Source: an optimization exercise on an open RTL-to-GDS flow (aim: small area, a short achievable clock period and few clock cycles per item). Production flows keep margins and buffers that such runs may drop.
Function was not checked in any run shown here: the RTL went through the layout flow alone.

--- config.mk ---
export PLATFORM = sky130hd
export DESIGN_NAME = axis_gain_wrapper
export DESIGN_NICKNAME = axis_gain_wrapper
export VERILOG_FILES = /design/flow/design.v
export SDC_FILE = /design/flow/constraint.sdc
export NUM_CORES = 4
export LEC_CHECK = 0
export CAP_MARGIN = 20
export CORE_MARGIN = 2
export CORE_UTILIZATION = 40
export SLEW_MARGIN = 20
--- constraint.sdc ---
create_clock -name core_clock -period 8.0 [get_ports {aclk}]
set_input_delay 1.6000 -clock core_clock [delete_from_list [all_inputs] [get_ports {aclk}]]
set_output_delay 1.6000 -clock core_clock [all_outputs]
set_load 0.01 [all_outputs]
--- design.v ---
`timescale 1ns / 1ps
module gain_core (
    input  wire [15:0] data_i,
    input  wire [15:0] gain_i,
    output wire [15:0] data_o
);
    wire [16:0] gx = {gain_i, 1'b0};
    wire [16:0] dx = {data_i[15], data_i};
    reg [31:0] acc;
    reg [31:0] k;
    reg [17:0] row;
    reg        neg, one, two;
    integer    j;
    always @* begin
        k = 32'd2048;
        for (j = 0; j < 8; j = j + 1) k = k - (32'd1 << (17 + 2*j));
        acc = k;
        for (j = 0; j < 8; j = j + 1) begin
            neg = gx[2*j+2];
            one = gx[2*j+1] ^ gx[2*j];
            two = (gx[2*j+2] & ~gx[2*j+1] & ~gx[2*j]) | (~gx[2*j+2] & gx[2*j+1] & gx[2*j]);
            row = ({18{one}} & {dx[16], dx}) | ({18{two}} & {dx, 1'b0});
            row = row ^ {18{neg}};
            row[17] = ~row[17];
            acc = acc + ({14'd0, row} << (2*j)) + ({31'd0, neg} << (2*j));
        end
    end
    wire ovf = ~(&acc[31:27] | ~|acc[31:27]);
    assign data_o = ovf ? {acc[31], {15{~acc[31]}}} : acc[27:12];
endmodule
`timescale 1ns / 1ps
module axis_gain_wrapper #(
    parameter integer C_S_AXI_DATA_WIDTH = 32,
    parameter integer C_S_AXI_ADDR_WIDTH = 4,
    parameter integer AUDIO_WIDTH        = 16,
    parameter integer GAIN_FBITS         = 12
)(
    input  wire aclk,
    input  wire aresetn,
    input  wire [31:0] s_axis_tdata,
    input  wire        s_axis_tlast,
    input  wire        s_axis_tvalid,
    output wire        s_axis_tready,
    output wire [31:0] m_axis_tdata,
    output wire        m_axis_tlast,
    output wire        m_axis_tvalid,
    input  wire        m_axis_tready,
    input  wire [C_S_AXI_ADDR_WIDTH-1:0] s_axi_awaddr,
    input  wire                          s_axi_awvalid,
    output wire                          s_axi_awready,
    input  wire [C_S_AXI_DATA_WIDTH-1:0] s_axi_wdata,
    input  wire [3:0]                    s_axi_wstrb,
    input  wire                          s_axi_wvalid,
    output wire                          s_axi_wready,
    output wire [1:0]                    s_axi_bresp,
    output reg                           s_axi_bvalid,
    input  wire                          s_axi_bready,
    input  wire [C_S_AXI_ADDR_WIDTH-1:0] s_axi_araddr,
    input  wire                          s_axi_arvalid,
    output wire                          s_axi_arready,
    output reg  [C_S_AXI_DATA_WIDTH-1:0] s_axi_rdata,
    output wire [1:0]                    s_axi_rresp,
    output reg                           s_axi_rvalid,
    input  wire                          s_axi_rready
);
    reg [31:0] reg_control;
    reg [31:0] reg_gain_l;
    reg [31:0] reg_gain_r;
    reg        wack;       
    reg [1:0]  rsel;       
    assign s_axi_awready = wack;
    assign s_axi_wready  = wack;
    assign s_axi_bresp   = 2'b00;
    assign s_axi_rresp   = 2'b00;
    assign s_axi_arready = !s_axi_rvalid;
    wire wgo = s_axi_awvalid && s_axi_wvalid && !wack && !s_axi_bvalid && !s_axi_rvalid;
    wire [1:0] addr_w = s_axi_awaddr[3:2];
    wire [31:0] wd_ctl = s_axi_wdata & {32{aresetn}};
    wire [31:0] wd_gn  = {wd_ctl[31:13], s_axi_wdata[12] | !aresetn, wd_ctl[11:0]};
    wire we_ctl = (wgo && addr_w == 2'd0) || !aresetn;
    wire we_gl  = (wgo && addr_w == 2'd1) || !aresetn;
    wire we_gr  = (wgo && addr_w == 2'd2) || !aresetn;
    always @(posedge aclk) begin
        if (we_ctl) reg_control <= wd_ctl;
        if (we_gl)  reg_gain_l  <= wd_gn;
        if (we_gr)  reg_gain_r  <= wd_gn;
    end
    always @(posedge aclk) begin
        if (!aresetn) begin
            wack         <= 1'b0;
            s_axi_bvalid <= 1'b0;
        end else begin
            wack <= wgo;
            if (wack)
                s_axi_bvalid <= 1'b1;
            else if (s_axi_bready)
                s_axi_bvalid <= 1'b0;
        end
    end
    wire rgo = s_axi_arvalid && !s_axi_rvalid;
    always @(posedge aclk) begin
        if (!aresetn) begin
            s_axi_rvalid <= 1'b0;
        end else begin
            if (rgo)
                s_axi_rvalid <= 1'b1;
            else if (s_axi_rready)
                s_axi_rvalid <= 1'b0;
        end
    end
    always @(posedge aclk) begin
        if (rgo) rsel <= s_axi_araddr[3:2];
    end
    always @* begin
        case (rsel)
            2'd0:    s_axi_rdata = reg_control;
            2'd1:    s_axi_rdata = reg_gain_l;
            2'd2:    s_axi_rdata = reg_gain_r;
            default: s_axi_rdata = 32'b0;
        endcase
    end
    reg        v0, l0;
    reg [31:0] d0;
    reg [15:0] g0l, g0r;    
    reg        v1, l1;
    reg [31:0] o1;
    wire ce = m_axis_tready || !v1;
    assign s_axis_tready = ce;
    assign m_axis_tvalid = v1;
    assign m_axis_tlast  = l1;
    assign m_axis_tdata  = o1;
    wire [15:0] res_l, res_r;
    gain_core u_gain_l (.data_i(d0[15:0]),  .gain_i(g0l), .data_o(res_l));
    gain_core u_gain_r (.data_i(d0[31:16]), .gain_i(g0r), .data_o(res_r));
    always @(posedge aclk) begin
        if (ce) begin
            d0  <= s_axis_tdata;
            l0  <= s_axis_tlast;
            g0l <= reg_control[0] ? reg_gain_l[15:0] : 16'h1000;
            g0r <= reg_control[0] ? reg_gain_r[15:0] : 16'h1000;
            o1  <= {res_r, res_l};
            l1  <= l0;
        end
    end
    always @(posedge aclk) begin
        if (!aresetn) begin
            v0 <= 1'b0;
            v1 <= 1'b0;
        end else if (ce) begin
            v0 <= s_axis_tvalid;
            v1 <= v0;
        end
    end
endmodule
--- run.sh ---
#!/bin/bash
# synth_recipe.tcl (not shown) runs the flow's synth.tcl, then flattens the netlist and writes it again
# the make line also repeats each setting of config.mk as NAME=value (left out here)
make -C /OpenROAD-flow-scripts/flow DESIGN_CONFIG=/design/flow/config.mk WORK_HOME=/design/flow/orfs CLKGATE_MAP_FILE= SYNTH_SCRIPT=/design/flow/synth_recipe.tcl finish
==> summary.txt, run 1 <==
clock latency (worst-skew pair) - 580 ps
synthesized area per cell - 8.29 sq um
H-tree level count - 1
initial antenna violation count - 0
XOR/XNOR share of the synthesized area - 0.0229
FF+latch count, synth - 201
Sink Count - 201
Synth Area in Simple Gates - 0.136
RR Endpoint - o1[1]
Worst R2R Start - g0l[10]
Synth Cell Area - 24500 sq um
Layout Nets - 3322
die height - 251 um
largest fanout on the critical path - 18
initial core utilization - 0.405
Clock Skew - 17.9 ps
Top cell by count, worst path - fa_1
Via Count - 21500
HPWL Detailed - 51100 um
Post-Route WL - 69100 um
drt drc - 0
minimum clock period - 7270 ps
post-synthesis compound-gate area fraction - 0.230
worst-path cell chain - xor2_1 -> and2_1 -> a221oi_1 -> fa_1 -> fa_1 -> fa_1 -> inv_1 -> fa_1 -> inv_1 -> ha_1 -> a21oi_1 -> and3_1 -> a221o_1 -> nor4_1 -> o21ai_0 -> o21ai_0 -> a21oi_1 -> xnor2_1 -> a31o_2 -> a31o_2
placer's final routability congestion estimate - 0.910
drt via density - 5.79
Max Freq - 0.137 GHz
Worst path top cell family by delay - adder cells
EDFF count, synth - 196
Worst Max-Slew Pin Slew - 1080 ps
slowest cell delay on critical path - 770 ps
Setup WS pre-CTS - 796 ps
routed len/inst - 18.6 um
Area after DPL - 26400 sq um
r2r setup slk - 730 ps
Mapped Cells - 2955
Final period util - 0.909
Worst setup EP type - register
final std cells w/o fill - 3707
fraction of layout instances using a drive strength above 1 - 0.0550
mux contribution to synthesized area - 0.0293
ys async rst share - 0
Antenna Cells - 0
most common flop cell mapped by yosys - edfxtp_1
outcome - finished clean
die area - 63200 sq um
worst rel slew slack - 0.277
Crit path arrival time - 7590 ps
most frequent cells in the layout - nand2_1, a21oi_1, inv_1, nor2_1, edfxtp_1
slowest CP cell - edfxtp_1
largest family of logic cells by synthesized area - adder cells
die extent in x - 251 um
Final setup viols - 0
Critical Path Sink - o1[1]
Min Hold Slack - 424 ps
Fin Setup TNS - 0 ps
Min-Delay Path Class - register to register
CP Launch Type - register
Crit path depth - 20
CTS tree - built
grt total ovfl - 0
most common cell after layout, fill and taps aside - nand2_1
WP data required - 8320 ps
Yosys warnings - 2
Setup crit start - g0l[10]
Total Routing Usage GR - 0.214
Detail Route Antenna Nets - 0
fin area - 27300 sq um
vias in the first global route - 20800
RSZ-0062 raised after global routing - false
Synth cell types - 70
Synth Area in Adders - 0.247
cts hold-fix bufs - 0
post-CTS setup buffer count - 0
largest net degree at the start of global routing - 72
Max-cap violations - 0
Pre-antenna DRT Iters - 6
Root Buffer - clkbuf_16
core area - 60500 sq um
num ports - 162
dpl cells - 3660
clock buffer depth - 3
Setup CP Type - register to register
final hold violation count - 0
CTS Buf Count - 25
pins over their slew limit - 0
setup ws final - 727 ps
Initial DRC Count - 1889
first-pass GRT wire length - 111000 um
critical path buffer and inverter count - 2
synth-to-layout area growth - 11.5%
Resize count post-CTS - 0
FP Rows - 90
Fillers - 5833
R2R depth - 20
Clk pin slew, worst setup/hold paths - 60 ps
Core Util, Final - 0.452
input/output buffers - 149
Seq/Total Area, Yosys - 0.244
==> synthesized netlist by cell type (3+ instances only) <==
library cell	instances	area share
a31o_2	5	0.0018
xor2_1	32	0.011
o21a_1	8	0.0025
mux2_2	4	0.0018
maj3_1	58	0.024
and2_1	81	0.021
a211oi_1	11	0.0034
o221ai_1	5	0.0018
ha_1	152	0.078
a22o_1	16	0.0057
or3_1	12	0.0031
nand4_1	5	0.0013
nand3_1	23	0.0047
buf_6	4	0.0018
a22oi_1	75	0.023
o311a_1	5	0.0020
xnor2_1	32	0.011
nor2_1	236	0.036
buf_2	4	0.00082
nand2_1	314	0.048
buf_1	53	0.0081
inv_1	246	0.038
a21oi_1	280	0.057
nor3b_1	3	0.00092
o211ai_1	10	0.0031
nor2b_1	35	0.0089
a221oi_1	90	0.032
o31ai_1	16	0.0049
buf_4	6	0.0018
a21o_1	38	0.012
mux2i_1	66	0.027
and3_1	12	0.0031
a31oi_1	8	0.0020
clkbuf_1	259	0.040
fa_1	178	0.15
o21ai_0	187	0.038
o22ai_1	120	0.031
nor3_1	9	0.0018
edfxtp_1	196	0.24
dfxtp_1	5	0.0041
nand2b_1	17	0.0043
a211o_1	5	0.0018
==> state kept, by name, indices dropped and copies added, names as in the netlist <==
name,flops
l0,1
s_axi_rvalid,1
d0,32
s_axi_bvalid,1
l1,1
g0l,16
reg_gain_l,32
reg_control,32
wack,1
g0r,16
rsel,2
reg_gain_r,32
v1,1
o1,32
v0,1
==> worst min-delay path by stage <==
stage	cells past startpoint	endpoint	startpoint
floorplan	0	l1	l0
global placement	0	l1	l0
detailed placement	0	l1	l0
CTS	0	l1	l0
global route	0	l1	l0
finish	0	l1	l0
==> area by class of cell <==
| class | count | area (sq um) | area share |
|---|---|---|---|
| clock buffers | 34 | 689 | 0.0252 |
| well taps | 782 | 978 | 0.0358 |
| flip-flops and latches | 201 | 5990 | 0.219 |
| multi-input cells | 2184 | 16300 | 0.598 |
| repair buffers | 247 | 2230 | 0.0818 |
| inverters | 247 | 927 | 0.0339 |
| clock inverters | 12 | 160 | 0.00586 |
==> routing by layer <==
layer | up-vias | track usage | wire [um] | part of all wire
li1 | 10200 | - | - | -
met3 | 120 | 0.0230 | 3660 | 0.053
met4 | 0 | 0.0786 | 2530 | 0.037
met1 | 10400 | 0.278 | 29700 | 0.43
met2 | 712 | 0.369 | 33300 | 0.48
met5 | - | 0 | 0 | 0
==> cell families after synthesis <==
family	Yosys count
DFF	201
muxes	71
other	1
AOI/OAI and AO/OA	901
and+or+nand+nor	756
xor gates and xnor gates	64
buffers and inverters	573
adders and majority gates	388
==> inputs of run 2 (changes only) <==
--- a/config.mk
+++ b/config.mk
@@ -5,6 +5,7 @@
 export SDC_FILE = /design/flow/constraint.sdc
 export NUM_CORES = 4
 export LEC_CHECK = 0
+export ABC_AREA = 1
 export CAP_MARGIN = 20
 export CORE_MARGIN = 2
 export CORE_UTILIZATION = 40
==> summary.txt, run 2 <==
outcome - finished clean (unchanged)
initial core utilization - 0.406 (was 0.405)
vias in the first global route - 17200 (was 20800)
drt via density - 5.24 (was 5.79)
synth-to-layout area growth - 13.2% (was 11.5%)
Synth cell types - 41 (was 70)
core area - 52700 sq um (was 60500 sq um)
Area after DPL - 23500 sq um (was 26400 sq um)
HPWL Detailed - 43800 um (was 51100 um)
Max Freq - 0.152 GHz (was 0.137 GHz)
num ports - 162 (unchanged)
Setup CP Type - register to register (unchanged)
Max-cap violations - 0 (unchanged)
die height - 235 um (was 251 um)
input/output buffers - 149 (unchanged)
Clock Skew - 10.1 ps (was 17.9 ps)
Yosys warnings - 2 (unchanged)
fraction of layout instances using a drive strength above 1 - 0.0416 (was 0.0550)
Synth Cell Area - 21400 sq um (was 24500 sq um)
Core Util, Final - 0.460 (was 0.452)
CTS tree - built (unchanged)
CP Launch Type - register (unchanged)
top post-synthesis cells by count - nand2_1, inv_1, xor2_1, o22ai_1, edfxtp_1 (was nand2_1, a21oi_1, clkbuf_1, inv_1, nor2_1)
fin area - 24200 sq um (was 27300 sq um)
clock latency (worst-skew pair) - 550 ps (was 580 ps)
Initial DRC Count - 1580 (was 1889)
Final setup viols - 0 (unchanged)
most numerous cell in the Yosys netlist - nand2_1 (unchanged)
die extent in x - 235 um (was 251 um)
H-tree level count - 1 (unchanged)
Final period util - 0.824 (was 0.909)
largest net degree at the start of global routing - 52 (was 72)
Fillers - 5080 (was 5833)
WP data required - 8300 ps (was 8320 ps)
Worst Max-Slew Pin Slew - 958 ps (was 1080 ps)
CTS Buf Count - 24 (was 25)
Setup WS pre-CTS - 1320 ps (was 796 ps)
dpl cells - 3218 (was 3660)
Min Hold Slack - 422 ps (was 424 ps)
grt total ovfl - 0 (unchanged)
Sink Count - 201 (unchanged)
FP Rows - 84 (was 90)
cts hold-fix bufs - 0 (unchanged)
Layout Nets - 2972 (was 3322)
final hold violation count - 0 (unchanged)
Synth top area share - 0.275 (was 0.240)
Antenna Cells - 0 (unchanged)
largest fanout on the critical path - 15 (was 18)
die area - 55300 sq um (was 63200 sq um)
placer's final routability congestion estimate - 0.945 (was 0.910)
most frequent cells in the layout - nand2_1, inv_1, xor2_1, o22ai_1, edfxtp_1 (was nand2_1, a21oi_1, inv_1, nor2_1, edfxtp_1)
Crit path arrival time - 6890 ps (was 7590 ps)
post-CTS setup buffer count - 0 (unchanged)
Clk pin slew, worst setup/hold paths - 60 ps (about the same)
Fin Setup TNS - 0 ps (unchanged)
ys async rst share - 0 (unchanged)
final std cells w/o fill - 3259 (was 3707)
synthesized area per cell - 8.64 sq um (was 8.29 sq um)
synth top area cells - edfxtp_1, fa_1, xor2_1 (was edfxtp_1, fa_1, ha_1)
clock buffer depth - 3 (unchanged)
Mapped Cells - 2474 (was 2955)
post-synth top area cell - edfxtp_1 (unchanged)
Worst setup EP type - register (unchanged)
Min-Delay Path Class - register to register (unchanged)
EDFF count, synth - 196 (unchanged)
drt drc - 0 (unchanged)
setup ws final - 1410 ps (was 727 ps)
worst rel slew slack - 0.361 (was 0.277)
Resize count post-CTS - 0 (unchanged)
most common flop cell mapped by yosys - edfxtp_1 (unchanged)
R2R depth - 24 (was 20)
first-pass GRT wire length - 91800 um (was 111000 um)
WHS Path Cells - 0 (unchanged)
Root Buffer - clkbuf_16 (unchanged)
pins over their slew limit - 0 (unchanged)
Pre-antenna DRT Iters - 5 (was 6)
minimum clock period - 6590 ps (was 7270 ps)
Seq/Total Area, Yosys - 0.280 (was 0.244)
FF+latch count, synth - 201 (unchanged)
Via Count - 17100 (was 21500)
Post-Route WL - 57600 um (was 69100 um)
routed len/inst - 17.7 um (was 18.6 um)
RSZ-0062 raised after global routing - false (unchanged)
Total Routing Usage GR - 0.204 (was 0.214)
Detail Route Antenna Nets - 0 (unchanged)
initial antenna violation count - 2 (was 0)
most common cell after layout, fill and taps aside - nand2_1 (unchanged)
## run 2: changes by cell type after synthesis, moves of 75 or more
| cell | delta |
|---|---|
| a21oi_1 | -209 |
| o21ai_0 | -147 |
| xor2_1 | +228 |
| inv_1 | +170 |
| a221oi_1 | -90 |
| a22oi_1 | -75 |
| o22ai_1 | +114 |
| clkbuf_1 | -162 |
| nor2_1 | -128 |
| and2_1 | -81 |
| nand2_1 | +156 |
## run 2: cell families (layout without fill, tap and decap cells)
kind of cell,count (synthesis),count (layout),share of synthesized area
other cells,1,4,0.000176
xor+xnor,277,277,0.114
fa+ha+maj,330,330,0.256
flops,201,201,0.280
simple gates,707,707,0.137
compound gates,404,404,0.113
buf+inv,554,648,0.100
## run 2: worst paths after layout
kind                               end  startpoint  slack [ps]
worst max register to register  o1[22]     g0r[11]        1410
worst min register to register      l1          l0         420
worst min-delay path                l1          l0         420
worst max-delay path            o1[22]     g0r[11]        1410
## run 2: area by class of cell
class | instances | area (sq um) | share of cell area
inverter | 435 | 1640 | 0.0678
clock inverter | 13 | 125 | 0.00517
tap | 688 | 861 | 0.0356
clock buffer | 28 | 616 | 0.0254
multi-input combinational | 1722 | 13300 | 0.550
sequential | 201 | 5990 | 0.247
timing repair buffer | 172 | 1660 | 0.0688
## run 2: per-layer routing
metal	global-route usage	wire (um)	vias up
met5	0	29	-
met4	0.0554	1370	4
met3	0.0444	4820	94
met2	0.324	25600	661
met1	0.280	25800	8093
li1	-	-	8232
## run 2: critical path: stages (launching register included)
cell and delay (ps):
edfxtp_1 900, nor2_1 190, o21ai_1 500, buf_4 270, o22ai_1 100, xor2_1 200
fa_1 520, inv_1 60, fa_1 540, inv_1 70, fa_1 480, inv_1 50
fa_1 520, inv_1 50, ha_1 360, a21oi_1 280, o21a_1 190, o21ai_0 140
a21oi_1 220, nand3_1 100, nand2_1 80, and2_0 120, nand2_1 70, nand2_2 220
nand2_1 100
==> inputs of run 3 (changes only) <==
--- a/config.mk
+++ b/config.mk
@@ -9,4 +9,5 @@
 export CAP_MARGIN = 20
 export CORE_MARGIN = 2
 export CORE_UTILIZATION = 40
+export SETUP_SLACK_MARGIN = 4
 export SLEW_MARGIN = 20
==> summary.txt, run 3 <==
FP Rows - 84 (unchanged)
R2R depth - 24 (unchanged)
worst-path cell chain - inv_1 -> o22ai_1 -> xor2_1 -> fa_1 -> inv_2 -> fa_1 -> fa_1 -> inv_1 -> fa_1 -> inv_1 -> ha_4 -> nand2_1 -> nand2_2 -> o21bai_4 -> a21oi_2 -> nor2_1 -> nor2_1 -> nand2_1 -> nand2_1 -> nand2_1 -> a21oi_2 -> nand3_4 -> nand3_4 -> nand2_1 (was nor2_1 -> o21ai_1 -> buf_4 -> o22ai_1 -> xor2_1 -> fa_1 -> inv_1 -> fa_1 -> inv_1 -> fa_1 -> inv_1 -> fa_1 -> inv_1 -> ha_1 -> a21oi_1 -> o21a_1 -> o21ai_0 -> a21oi_1 -> nand3_1 -> nand2_1 -> and2_0 -> nand2_1 -> nand2_2 -> nand2_1)
Fin Setup TNS - 0 ps (unchanged)
Synth Cell Area - 21400 sq um (unchanged)
Pre-antenna DRT Iters - 5 (unchanged)
Worst setup EP type - register (unchanged)
Seq/Total Area, Yosys - 0.280 (unchanged)
wire length on met1 - 27100 um (was 25800 um)
synth top area cells - edfxtp_1, fa_1, xor2_1 (unchanged)
initial core utilization - 0.406 (unchanged)
CP Launch Type - register (unchanged)
routed wl met2 - 30100 um (was 25600 um)
input/output buffers - 149 (unchanged)
drt via density - 5.39 (was 5.24)
Post-Route WL - 64800 um (was 57600 um)
final hold violation count - 0 (unchanged)
fraction of layout instances using a drive strength above 1 - 0.233 (was 0.0416)
Initial DRC Count - 1422 (was 1580)
post-synth top area cell - edfxtp_1 (unchanged)
Yosys warnings - 2 (unchanged)
drt drc - 0 (unchanged)
Synth top area share - 0.275 (unchanged)
Clock Skew - 24.6 ps (was 10.1 ps)
Max-cap violations - 0 (unchanged)
Sink Count - 201 (unchanged)
Worst Max-Slew Pin Slew - 748 ps (was 958 ps)
Via Count - 18800 (was 17100)
Clk pin slew, worst setup/hold paths - 60 ps (about the same)
CTS tree - built (unchanged)
most frequent cells in the layout - inv_1, nand2_1, xor2_1, o22ai_1, edfxtp_1 (was nand2_1, inv_1, xor2_1, o22ai_1, edfxtp_1)
Max Freq - 0.180 GHz (was 0.152 GHz)
WP data required - 8320 ps (was 8300 ps)
Top cell by count, worst path - nand2_1
WHS Path Cells - 0 (unchanged)
Mapped Cells - 2474 (unchanged)
most common flop cell mapped by yosys - edfxtp_1 (unchanged)
die area - 55300 sq um (unchanged)
Final setup viols - 0 (unchanged)
die height - 235 um (unchanged)
top post-synthesis cells by count - nand2_1, inv_1, xor2_1, o22ai_1, edfxtp_1 (unchanged)
initial antenna violation count - 0 (was 2)
slowest cell delay on critical path - 560 ps (was 900 ps)
HPWL Detailed - 44300 um (was 43800 um)
routed len/inst - 18.6 um (was 17.7 um)
synthesized area per cell - 8.64 sq um (unchanged)
cts hold-fix bufs - 0 (unchanged)
Antenna Cells - 0 (unchanged)
FF+latch count, synth - 201 (unchanged)
synth-to-layout area growth - 32.2% (was 13.2%)
Root Buffer - clkbuf_16 (unchanged)
vias in the first global route - 18800 (was 17200)
num ports - 162 (unchanged)
RSZ-0062 raised after global routing - true (was false)
largest net degree at the start of global routing - 50 (was 52)
slowest CP cell - fa_1 (was edfxtp_1)
Setup CP Type - register to register (unchanged)
Total Routing Usage GR - 0.228 (was 0.204)
first-pass GRT wire length - 102000 um (was 91800 um)
core area - 52700 sq um (unchanged)
clock latency (worst-skew pair) - 570 ps (was 550 ps)
Crit path arrival time - 5860 ps (was 6890 ps)
most numerous cell in the Yosys netlist - nand2_1 (unchanged)
Synth cell types - 41 (unchanged)
clock buffer depth - 3 (unchanged)
minimum clock period - 5550 ps (was 6590 ps)
highest routed metal layer - met4 (was met5)
outcome - finished clean (unchanged)
H-tree level count - 1 (unchanged)
CTS Buf Count - 25 (was 24)
Detail Route Antenna Nets - 0 (unchanged)
most common cell after layout, fill and taps aside - inv_1 (was nand2_1)
grt total ovfl - 0 (unchanged)
worst rel slew slack - 0.502 (was 0.361)
pins over their slew limit - 0 (unchanged)
largest fanout on the critical path - 16 (was 15)
EDFF count, synth - 196 (unchanged)
routed wl met3 - 5310 um (was 4820 um)
ys async rst share - 0 (unchanged)
placer's final routability congestion estimate - 0.919 (was 0.945)
die extent in x - 235 um (unchanged)
Layout Nets - 3191 (was 2972)
Min-Delay Path Class - register to register (unchanged)
Final period util - 0.693 (was 0.824)
==> run 3: timing repair <==
item,in CTS,in global routing
endpoints found under the setup margin,65,46
buffers inserted,180,37
cloned,13,1
resized for setup,271,106
pin swaps,159,115
hold endpoints to repair,0,0
==> run 3: final timing paths <==
kind              startpoint    end  slack, ps
setup / recovery       d0[7]  o1[1]       2450
hold / removal            l0     l1        420
setup reg to reg       d0[7]  o1[1]       2450
hold reg to reg           l0     l1        420
==> run 3: critical path, delay by kind of cell (launching register included) <==
| family | cells | cell delay (ps) |
|---|---|---|
| buf+inv | 4 | 670 |
| flops | 1 | 370 |
| fa+ha+maj | 5 | 2320 |
| xor+xnor | 1 | 210 |
| compound gates | 4 | 730 |
| simple gates | 10 | 980 |
==> run 3: kinds of logic after synthesis <==
family                   after synthesis  share of synthesized area
other                                  1                   0.000176
buffers and inverters                554                      0.100
flip-flops                           201                      0.280
adder cells (fa/ha/maj)              330                      0.256
XOR/XNOR                             277                      0.114
AND/OR/NAND/NOR                      707                      0.137
AO/OA/AOI/OAI                        404                      0.113
==> run 3: final cells by class <==
type	instances	area (sq um)
Fill cell	4677	24400
Tap cell	688	861
Timing Repair inverter	1	8.76
Clock inverter	14	136
Multi-Input combinational cell	1733	15200
Sequential cell	201	5990
Clock buffer	30	644
Timing Repair Buffer	378	3560
Inverter	435	1810
==> run 3: routing by layer <==
layer,vias up,track usage
met4,0,0.0779
li1,8727,-
met1,8981,0.306
met2,896,0.377
met3,165,0.0352
met5,-,0
==> run 3: through the flow <==
| stage | hold WS (ps) | utilization | worst slack [ps] | cells | area, sq um |
|---|---|---|---|---|---|
| global route | 438 | 0.536 | 2200 | 3480 | 28200 |
| floorplan | 400 | - | 2830 | 2477 | 22300 |
| CTS | 418 | 0.521 | 2600 | 3442 | 27400 |
| global placement | 407 | 0.455 | 1640 | 3205 | 24000 |
| finish | 424 | 0.536 | 2450 | 3480 | 28200 |
| detailed placement | 419 | 0.455 | 1590 | 3205 | 24000 |
==> inputs of run 4 (changes only) <==
--- a/config.mk
+++ b/config.mk
@@ -5,7 +5,7 @@
 export SDC_FILE = /design/flow/constraint.sdc
 export NUM_CORES = 4
 export LEC_CHECK = 0
-export ABC_AREA = 1
+export ABC_CLOCK_PERIOD_IN_PS = 4000
 export CAP_MARGIN = 20
 export CORE_MARGIN = 2
 export CORE_UTILIZATION = 40
==> summary.txt, run 4 <==
top post-synthesis cells by count - nand2_1, a21oi_1, clkbuf_1, inv_1, nor2_1 (was nand2_1, inv_1, xor2_1, o22ai_1, edfxtp_1)
setup ws final - 1780 ps (was 2450 ps)
Setup CP Type - register to register (unchanged)
Synth top area share - 0.240 (was 0.275)
drt via density - 5.91 (was 5.39)
Fin Setup TNS - 0 ps (unchanged)
EDFF count, synth - 196 (unchanged)
initial antenna violation count - 1 (was 0)
Detail Route Antenna Nets - 0 (unchanged)
post-synth top area cell - edfxtp_1 (unchanged)
fraction of layout instances using a drive strength above 1 - 0.190 (was 0.233)
Synth Cell Area - 24500 sq um (was 21400 sq um)
die extent in x - 251 um (was 235 um)
synth top area cells - edfxtp_1, fa_1, ha_1 (was edfxtp_1, fa_1, xor2_1)
Area after DPL - 26600 sq um (was 24000 sq um)
clock buffer depth - 3 (unchanged)
Post-Route WL - 79900 um (was 64800 um)
most common cell after layout, fill and taps aside - nand2_1 (was inv_1)
die height - 251 um (was 235 um)
Initial DRC Count - 2249 (was 1422)
ys async rst share - 0 (unchanged)
Max-cap violations - 0 (unchanged)
Pre-antenna DRT Iters - 7 (was 5)
die area - 63200 sq um (was 55300 sq um)
input/output buffers - 149 (unchanged)
CTS Buf Count - 25 (unchanged)
WHS Path Cells - 0 (unchanged)
Layout Nets - 3562 (was 3191)
clock latency (worst-skew pair) - 590 ps (was 570 ps)
largest net degree at the start of global routing - 82 (was 50)
Antenna Cells - 0 (unchanged)
synthesized area per cell - 8.29 sq um (was 8.64 sq um)
cts hold-fix bufs - 0 (unchanged)
FP Rows - 90 (was 84)
most frequent cells in the layout - nand2_1, a21oi_1, buf_4, inv_1, nor2_1 (was inv_1, nand2_1, xor2_1, o22ai_1, edfxtp_1)
first-pass GRT wire length - 123000 um (was 102000 um)
core area - 60500 sq um (was 52700 sq um)
fin area - 31000 sq um (was 28200 sq um)
Min-Delay Path Class - register to register (unchanged)
Total Routing Usage GR - 0.242 (was 0.228)
Mapped Cells - 2955 (was 2474)
largest fanout on the critical path - 8 (was 16)
Via Count - 23300 (was 18800)
Hold Path Origin - l0 (unchanged)
most common flop cell mapped by yosys - edfxtp_1 (unchanged)
CP Launch Type - register (unchanged)
Clk pin slew, worst setup/hold paths - 60 ps (about the same)
minimum clock period - 6220 ps (was 5550 ps)
Root Buffer - clkbuf_16 (unchanged)
Worst Max-Slew Pin Slew - 916 ps (was 748 ps)
HPWL Detailed - 50200 um (was 44300 um)
routed len/inst - 20.2 um (was 18.6 um)
vias in the first global route - 22300 (was 18800)
Setup WS pre-CTS - 1010 ps (was 1590 ps)
Worst setup EP type - register (unchanged)
most numerous cell in the Yosys netlist - nand2_1 (unchanged)
final hold violation count - 0 (unchanged)
end of the worst hold path - l1 (unchanged)
grt total ovfl - 0 (unchanged)
drt drc - 0 (unchanged)
worst rel slew slack - 0.389 (was 0.502)
Synth cell types - 70 (was 41)
placer's final routability congestion estimate - 0.871 (was 0.919)
initial core utilization - 0.405 (was 0.406)
Final setup viols - 0 (unchanged)
Yosys warnings - 2 (unchanged)
Crit path arrival time - 6540 ps (was 5860 ps)
Fillers - 5413 (was 4677)
outcome - finished clean (unchanged)
Clock Skew - 39.3 ps (was 24.6 ps)
num ports - 162 (unchanged)
Min Hold Slack - 435 ps (was 424 ps)
Core Util, Final - 0.513 (was 0.536)
Max Freq - 0.161 GHz (was 0.180 GHz)
Worst R2R Start - g0r[3] (was d0[7])
synth-to-layout area growth - 26.7% (was 32.2%)
H-tree level count - 1 (unchanged)
CTS tree - built (unchanged)
r2r setup slk - 1780 ps (was 2450 ps)
Final period util - 0.777 (was 0.693)
Sink Count - 201 (unchanged)
dpl cells - 3646 (was 3205)
Seq/Total Area, Yosys - 0.244 (was 0.280)
pins over their slew limit - 0 (unchanged)
RR Endpoint - o1[16] (was o1[1])
R2R depth - 21 (was 24)
FF+latch count, synth - 201 (unchanged)
RSZ-0062 raised after global routing - true (unchanged)
final std cells w/o fill - 3945 (was 3480)
WP data required - 8320 ps (about the same)
run 4: cell types whose count changed after synthesis, moves of 75 or more:
cell	previous run	this run
clkbuf_1	97	259
o22ai_1	234	120
o21ai_0	40	187
and2_1	0	81
nor2_1	108	236
inv_1	416	246
a22oi_1	0	75
a21oi_1	71	280
a221oi_1	0	90
xor2_1	260	32
nand2_1	470	314
run 4: layout make-up:
cell class	instances	area [sq um]	share of cell area
Tap cell	782	978	0.0315
Inverter	247	933	0.0301
Timing Repair Buffer	479	4580	0.148
Clock buffer	29	641	0.0206
Multi-Input combinational cell	2192	17700	0.571
Clock inverter	15	188	0.00605
Sequential cell	201	5990	0.193
run 4: worst max-delay path by stage:
stage,from,to,depth (start not counted)
final,g0r[3],o1[16],21
after global routing,g0r[14],o1[16],23
after CTS,g0r[3],o1[16],21
after detailed placement,g0r[1],o1[16],21
after global placement,g0r[3],o1[16],24
after floorplan,g0r[10],o1[26],27
run 4: routing by layer:
metal | wire (um) | global-route usage | up-vias
li1 | - | - | 10700
met1 | 33400 | 0.330 | 11200
met2 | 36600 | 0.394 | 1157
met3 | 7240 | 0.0383 | 193
met4 | 2640 | 0.0765 | 2
met5 | 13 | 0 | -
run 4: critical path, stage by stage (launching register included):
cell and delay, ps:
edfxtp_1 510, buf_6 190, buf_12 130, and2_4 170
buf_6 140, a221oi_4 240, fa_1 490, fa_1 470
fa_1 550, ha_4 220, ha_4 270, nand4b_1 100
or4_4 540, a211oi_4 230, o21ai_4 160, a21boi_2 210
o21ai_2 130, o21ai_2 170, xor2_2 130, o41a_1 460
buf_6 180, a31o_2 220
run 4: logic make-up after synthesis:
kind of cell,Yosys count,share of synthesized area
and+or+nand+nor,756,0.136
AOI/OAI and AO/OA,901,0.230
buffers and inverters,573,0.0902
other,1,0.000153
xor gates and xnor gates,64,0.0229
muxes,71,0.0293
DFF,201,0.244
adders and majority gates,388,0.247
run 4: repair_timing:
item	4_1_cts	5_1_grt
buffers inserted	204	36
pin swaps	44	41
cloned	11	4
setup endpoints to repair	65	38
resized for setup	230	116

-- separate check: timing with driven ports --
How much do the figures lean on ideal ports? The routed layouts below were timed once more, with nothing changed but the port constraints. Step 1, drivers: a clkbuf_16 drives aclk and a buf_2 each remaining input, both assumed. Step 2 also shifts input and output timing later by t, the mid clock arrival at the registers, as if the neighbouring blocks saw the same clock. a / b / c = ideal ports / drivers / drivers and shift; a / b = the first two.
run | t (ns) | setup slack, ns | pins driven straight from the clock port
run 1 | 0.635 | 0.727 / 0.727 / 0.727 | 1
run 2 | 0.601 | 1.408 / 1.408 / 1.408 | 1
run 3 | 0.612 | 2.454 / 2.454 / 2.454 | 1
run 4 | 0.628 | 1.784 / 1.784 / 1.784 | 1
After both steps setup and hold are still met in every run listed.
